From an optimization exercise on the open Yosys and OpenROAD flow, aimed at small area, a short achievable clock period and few clock cycles per item; shortcuts taken in it are not production practice. Where RTL was checked, it was by simulation tests only, not by an equivalence proof against the original.

==> v13: inputs <==
==> flow/design.v (excerpt) <==
module fft8 #(
    parameter integer WIDTH = 16
)(
    input  logic                   clk,
    input  logic                   rst,
    input  logic                   in_valid,
    output logic                   in_ready,
    input  logic [8*WIDTH-1:0]     in_re_flat,
    input  logic [8*WIDTH-1:0]     in_im_flat,
    output logic                   out_valid,
    output logic [8*WIDTH-1:0]     out_re_flat,
    output logic [8*WIDTH-1:0]     out_im_flat
);
make LEC_CHECK=0 CAP_MARGIN=20 CORE_MARGIN=2 CORE_UTILIZATION=60 CTS_CLUSTER_DIAMETER=90 CTS_CLUSTER_SIZE=25 PLACE_DENSITY=0.75 SETUP_SLACK_MARGIN=5 SLEW_MARGIN=20 finish   # period 11.0 ns
run.sh (not shown) runs the stock make flow with config.mk's settings and CLKGATE_MAP_FILE= SYNTH_SCRIPT=/design/flow/synth_recipe.tcl, a recipe that flattens the netlist after the stock synthesis.
==> v7 (differences from v13) <==
==> flow/design.v (replaced) <==
module fft8_twiddle #(
    parameter bit CEIL = 1'b0     
)(
    input  logic signed [16:0] s,
    output logic [15:0]        hi_a,
    output logic [15:0]        hi_b,
    output logic               c15
);
    localparam logic [30:0] K = 31'(-(64'sd23170 <<< 16) + (CEIL ? 64'sd32767 : 64'sd0));
    logic [30:0] u;
    logic [30:0] t0, t1, t2, t3, t4, t5;
    logic [30:0] a1, b1, a2, b2, a3, b3, a4, b4, a5, b5;
    logic [15:0] lo;
    always_comb begin
        u  = {14'd0, ~s[16], s[15:0]};
        t0 = u << 1;  t1 = u << 7;  t2 = u << 9;
        t3 = u << 11; t4 = u << 12; t5 = u << 14;
        a1 = t0 ^ t1 ^ t2;  b1 = ((t0 & t1) | (t0 & t2) | (t1 & t2)) << 1;
        a2 = t3 ^ t4 ^ t5;  b2 = ((t3 & t4) | (t3 & t5) | (t4 & t5)) << 1;
        a3 = a1 ^ b1 ^ a2;  b3 = ((a1 & b1) | (a1 & a2) | (b1 & a2)) << 1;
        a4 = b2 ^ K ^ a3;   b4 = ((b2 & K) | (b2 & a3) | (K & a3)) << 1;
        a5 = a4 ^ b4 ^ b3;  b5 = ((a4 & b4) | (a4 & b3) | (b4 & b3)) << 1;
        lo   = {1'b0, a5[14:0]} + {1'b0, b5[14:0]};
        c15  = lo[15];
        hi_a = a5[30:15];
        hi_b = b5[30:15];
    end
endmodule
module fft8_bfly_t (
    input  logic [15:0] b,
    input  logic [15:0] ha,
    input  logic [15:0] hb,
    input  logic        c,
    output logic [15:0] y,
    output logic [15:0] z
);
    logic [15:0] p1, q1, p2, q2;
    always_comb begin
        p1 = b ^ ha ^ hb;
        q1 = {((b & ha) | (b & hb) | (ha & hb)), 1'b0};
        y  = p1 + q1 + {15'd0, c};
        p2 = b ^ ~ha ^ ~hb;
        q2 = {((b & ~ha) | (b & ~hb) | (~ha & ~hb)), 1'b1};
        z  = p2 + q2 + {15'd0, ~c};
    end
endmodule
module fft8_bf #(
    parameter integer N = 16
)(
    input  logic [N-1:0] a,
    input  logic [N-1:0] b,
    output logic [N-1:0] s,
    output logic [N-1:0] d
);
    localparam integer L = $clog2(N);
    logic [N-1:0] p, g, h;
    logic [N-1:0] gs [0:L], ps [0:L], gd [0:L], pd [0:L];
    always_comb begin
        p = a ^ b;
        g = a & b;             
        h = a & ~b;            
        gs[0] = g;  ps[0] = p;
        gd[0] = h;  pd[0] = ~p;
        gd[0][0] = h[0] | ~p[0];
        for (int l = 0; l < L; l++) begin
            gs[l+1] = gs[l];  ps[l+1] = ps[l];
            gd[l+1] = gd[l];  pd[l+1] = pd[l];
            for (int j = 0; j < N; j++)
                if ((j >> l) & 1) begin
                    gs[l+1][j] = gs[l][j] | (ps[l][j] & gs[l][((j >> l) << l) - 1]);
                    ps[l+1][j] = ps[l][j] & ps[l][((j >> l) << l) - 1];
                    gd[l+1][j] = gd[l][j] | (pd[l][j] & gd[l][((j >> l) << l) - 1]);
                    pd[l+1][j] = pd[l][j] & pd[l][((j >> l) << l) - 1];
                end
        end
        s = p ^ {gs[L][N-2:0], 1'b0};
        d = ~p ^ {gd[L][N-2:0], 1'b1};
    end
endmodule
module fft8 #(
    parameter integer WIDTH = 16
)(
    input  logic                   clk,
    input  logic                   rst,
    input  logic                   in_valid,
    output logic                   in_ready,
    input  logic [8*WIDTH-1:0]     in_re_flat,
    input  logic [8*WIDTH-1:0]     in_im_flat,
    output logic                   out_valid,
    output logic [8*WIDTH-1:0]     out_re_flat,
    output logic [8*WIDTH-1:0]     out_im_flat
);
    localparam integer NREG = 5;
    logic [NREG-1:0] vld;
    always_ff @(posedge clk or posedge rst) begin
        if (rst) begin
            vld      <= '0;
            in_ready <= 1'b0;
        end else begin
            vld      <= {vld[NREG-2:0], in_valid & in_ready};
            in_ready <= 1'b1;
        end
    end
    assign out_valid = vld[NREG-1];
    logic signed [15:0] x_re [0:7], x_im [0:7];
    always_comb
        for (int i = 0; i < 8; i++) begin
            x_re[i] = in_re_flat[16*i +: 16];
            x_im[i] = in_im_flat[16*i +: 16];
        end
    logic [15:0] a_re_c [0:7], a_im_c [0:7];
    for (genvar k = 0; k < 4; k++) begin : g_s1
        fft8_bf u_re (.a(x_re[k]), .b(x_re[k+4]), .s(a_re_c[k]), .d(a_re_c[k+4]));
        fft8_bf u_im (.a(x_im[k]), .b(x_im[k+4]), .s(a_im_c[k]), .d(a_im_c[k+4]));
    end
    logic signed [15:0] a_re [0:7], a_im [0:7];
    always_ff @(posedge clk)
        for (int k = 0; k < 8; k++) begin
            a_re[k] <= a_re_c[k];
            a_im[k] <= a_im_c[k];
        end
    logic [15:0] b_re_c [0:7], b_im_c [0:7];
    fft8_bf u_b0r (.a(a_re[0]), .b(a_re[2]), .s(b_re_c[0]), .d(b_re_c[2]));
    fft8_bf u_b0i (.a(a_im[0]), .b(a_im[2]), .s(b_im_c[0]), .d(b_im_c[2]));
    fft8_bf u_b4r (.a(a_re[1]), .b(a_re[3]), .s(b_re_c[4]), .d(b_re_c[6]));
    fft8_bf u_b4i (.a(a_im[1]), .b(a_im[3]), .s(b_im_c[4]), .d(b_im_c[6]));
    fft8_bf u_b1r (.a(a_re[4]), .b(a_im[6]), .s(b_re_c[1]), .d(b_re_c[3]));
    fft8_bf u_b1i (.a(a_im[4]), .b(a_re[6]), .s(b_im_c[3]), .d(b_im_c[1]));
    fft8_bf u_b5r (.a(a_re[5]), .b(a_im[7]), .s(b_re_c[5]), .d(b_re_c[7]));
    fft8_bf u_b5i (.a(a_im[5]), .b(a_re[7]), .s(b_im_c[7]), .d(b_im_c[5]));
    logic signed [15:0] b_re [0:7], b_im [0:7];
    always_ff @(posedge clk)
        for (int k = 0; k < 8; k++) begin
            b_re[k] <= b_re_c[k];
            b_im[k] <= b_im_c[k];
        end
    logic signed [16:0] s1, d1, s3, d3;
    logic signed [15:0] e_re [0:7], e_im [0:7];     
    logic signed [15:0] q_re [0:1], q_im [0:1];     
    logic [16:0] s1_c, d1_c, s3_c, d3_c;
    logic [15:0] e_re_c [0:7], e_im_c [0:7];
    fft8_bf #(.N(17)) u_s1 (.a({b_im[5][15], b_im[5]}), .b({b_re[5][15], b_re[5]}), .s(s1_c), .d(d1_c));
    fft8_bf #(.N(17)) u_s3 (.a({b_im[7][15], b_im[7]}), .b({b_re[7][15], b_re[7]}), .s(s3_c), .d(d3_c));
    fft8_bf u_e0r (.a(b_re[0]), .b(b_re[4]), .s(e_re_c[0]), .d(e_re_c[4]));
    fft8_bf u_e0i (.a(b_im[0]), .b(b_im[4]), .s(e_im_c[0]), .d(e_im_c[4]));
    fft8_bf u_e2r (.a(b_re[2]), .b(b_im[6]), .s(e_re_c[2]), .d(e_re_c[6]));
    fft8_bf u_e2i (.a(b_im[2]), .b(b_re[6]), .s(e_im_c[6]), .d(e_im_c[2]));
    always_ff @(posedge clk) begin
        s1 <= s1_c;
        d1 <= d1_c;
        s3 <= s3_c;
        d3 <= d3_c;
        for (int k = 0; k < 8; k += 2) begin
            e_re[k] <= e_re_c[k];
            e_im[k] <= e_im_c[k];
        end
        q_re[0] <= b_re[1];  q_im[0] <= b_im[1];
        q_re[1] <= b_re[3];  q_im[1] <= b_im[3];
    end
    logic [15:0] t_a [0:3], t_b [0:3];
    logic        t_c [0:3];
    fft8_twiddle u_t0 (.s(s1), .hi_a(t_a[0]), .hi_b(t_b[0]), .c15(t_c[0]));
    fft8_twiddle u_t1 (.s(d1), .hi_a(t_a[1]), .hi_b(t_b[1]), .c15(t_c[1]));
    fft8_twiddle u_t2 (.s(d3), .hi_a(t_a[2]), .hi_b(t_b[2]), .c15(t_c[2]));
    fft8_twiddle #(.CEIL(1'b1)) u_t3 (.s(s3), .hi_a(t_a[3]), .hi_b(t_b[3]), .c15(t_c[3]));
    logic [15:0] r_a [0:3], r_b [0:3];
    logic        r_c [0:3];
    logic signed [15:0] f_re [0:7], f_im [0:7];     
    logic signed [15:0] g_re [0:1], g_im [0:1];     
    always_ff @(posedge clk) begin
        for (int k = 0; k < 4; k++) begin
            r_a[k] <= t_a[k];
            r_b[k] <= t_b[k];
            r_c[k] <= t_c[k];
        end
        for (int k = 0; k < 8; k += 2) begin
            f_re[k] <= e_re[k];
            f_im[k] <= e_im[k];
        end
        for (int k = 0; k < 2; k++) begin
            g_re[k] <= q_re[k];
            g_im[k] <= q_im[k];
        end
    end
    logic [15:0] o_re [0:7], o_im [0:7];
    fft8_bfly_t u_x1r (.b(g_re[0]), .ha(r_a[0]), .hb(r_b[0]), .c(r_c[0]), .y(o_re[1]), .z(o_re[5]));
    fft8_bfly_t u_x1i (.b(g_im[0]), .ha(r_a[1]), .hb(r_b[1]), .c(r_c[1]), .y(o_im[1]), .z(o_im[5]));
    fft8_bfly_t u_x3r (.b(g_re[1]), .ha(r_a[2]), .hb(r_b[2]), .c(r_c[2]), .y(o_re[3]), .z(o_re[7]));
    fft8_bfly_t u_x3i (.b(g_im[1]), .ha(r_a[3]), .hb(r_b[3]), .c(r_c[3]), .y(o_im[7]), .z(o_im[3]));
    always_comb
        for (int k = 0; k < 8; k += 2) begin
            o_re[k] = f_re[k];
            o_im[k] = f_im[k];
        end
    logic [15:0] y_re [0:7], y_im [0:7];
    always_ff @(posedge clk)
        for (int i = 0; i < 8; i++) begin
            y_re[i] <= o_re[i];
            y_im[i] <= o_im[i];
        end
    always_comb
        for (int i = 0; i < 8; i++) begin
            out_re_flat[16*i +: 16] = y_re[i];
            out_im_flat[16*i +: 16] = y_im[i];
        end
endmodule
==> flow/flow/run.sh (new file) <==
#!/bin/bash
# The standard layout, with the port buffers made of sky130_fd_sc_hd__buf_2
# instead of the flow's default pick, and timing repair asked to leave 8.2 ns
# of setup slack.  make's output goes to standard.log; each ORFS step keeps
# its own log under orfs/logs/.
set -euo pipefail
bash standard.sh "BUFFER_PORTS_ARGS=-buffer_cell sky130_fd_sc_hd__buf_2" SETUP_SLACK_MARGIN=8.2 finish > standard.log 2>&1
==> flow/standard.sh (new file) <==
#!/bin/bash
# synth_recipe.tcl (not shown) runs the flow's synth.tcl, then flattens the netlist and writes it again
# the make line also repeats each setting of config.mk as NAME=value (left out here)
make -C /OpenROAD-flow-scripts/flow DESIGN_CONFIG=/design/flow/config.mk WORK_HOME=/design/flow/orfs CLKGATE_MAP_FILE= SYNTH_SCRIPT=/design/flow/synth_recipe.tcl "${@:-finish}"
CORE_UTILIZATION = 40   (was 60)
CTS_CLUSTER_DIAMETER = default   (was 90)
CTS_CLUSTER_SIZE = default   (was 25)
PLACE_DENSITY = 0.6   (was 0.75)
SETUP_SLACK_MARGIN = default   (was 5)
removed: flow/run.sh
==> summary.txt <==
item	v7	v13
Run status	no timing/DRC/antenna violations	no timing/DRC/antenna violations
Buffers inserted during post-CTS setup optimization	125	0
Worst setup skew after layout	43.26 ps	32.99 ps
Number of buffers other than clock buffers in the final layout	724	517
Deepest level of the CTS H-tree	4	3
Crit share post-route	0.3205	0.3516
Fraction of area in clock buffers and inverters	0.06144	0.02507
Final-layout non-clock buffer area share	0.06688	0.06828
Fraction of the mapped netlist area in simple logic gates	0.05129	0.07075
Setup repair after global routing missed its margin	yes	no
Launching element of the worst setup path	in_ready	y_re[2][6]
Tightest Pin Transition	1075 ps	985.3 ps
Fmax	283.6 MHz	258.6 MHz
Proportion of synthesized area in mux cells	0.002471	0.01023
Crit path DAT	1330 ps	1670 ps
Arithmetic-cell share of the synthesized area counting full adders, half adders and majority gates	0.3130	0.2706
Final design area excluding fillers	86,800 um^2	75,760 um^2
Number of non-clock inverters in the layout	1,128	985
Testbench counts of v13, summed over its fixed seeds: cycles 2,088, items 2,048.
Function not checked in v7: the RTL went through the layout flow alone.

-- what the ideal ports hide --
Ports are ideal in the flow. The routed layouts listed here were re-timed in OpenROAD. Step 1 (the two cells are an assumption about what drives the block):
set clk [get_ports {clk}]
set_driving_cell -lib_cell sky130_fd_sc_hd__clkbuf_16 $clk
set_driving_cell -lib_cell sky130_fd_sc_hd__buf_2 [delete_from_list [all_inputs] $clk]
Step 2 also shifts input and output timing later by t, the mid clock arrival at the registers, as if the neighbouring blocks saw the same clock. Three values: ideal ports, drivers, drivers and shift; two values: the first two.
run	shift t [ns]	setup WS [ns]	worst setup path at the end	latest minus earliest clock arrival (ns)	cell pins on the clock port's net
v13	0.750	7.133 / 7.053 / 6.403	input to register	0.041 / 0.041	1
v7	0.883	7.475 / 7.387 / 6.711	input to register	0.046 / 0.046	1
After both steps setup and hold are still met in every run listed. The setup slack of v7, which loses most, moves by -0.088 ns with the drivers and by -0.764 ns with both steps.
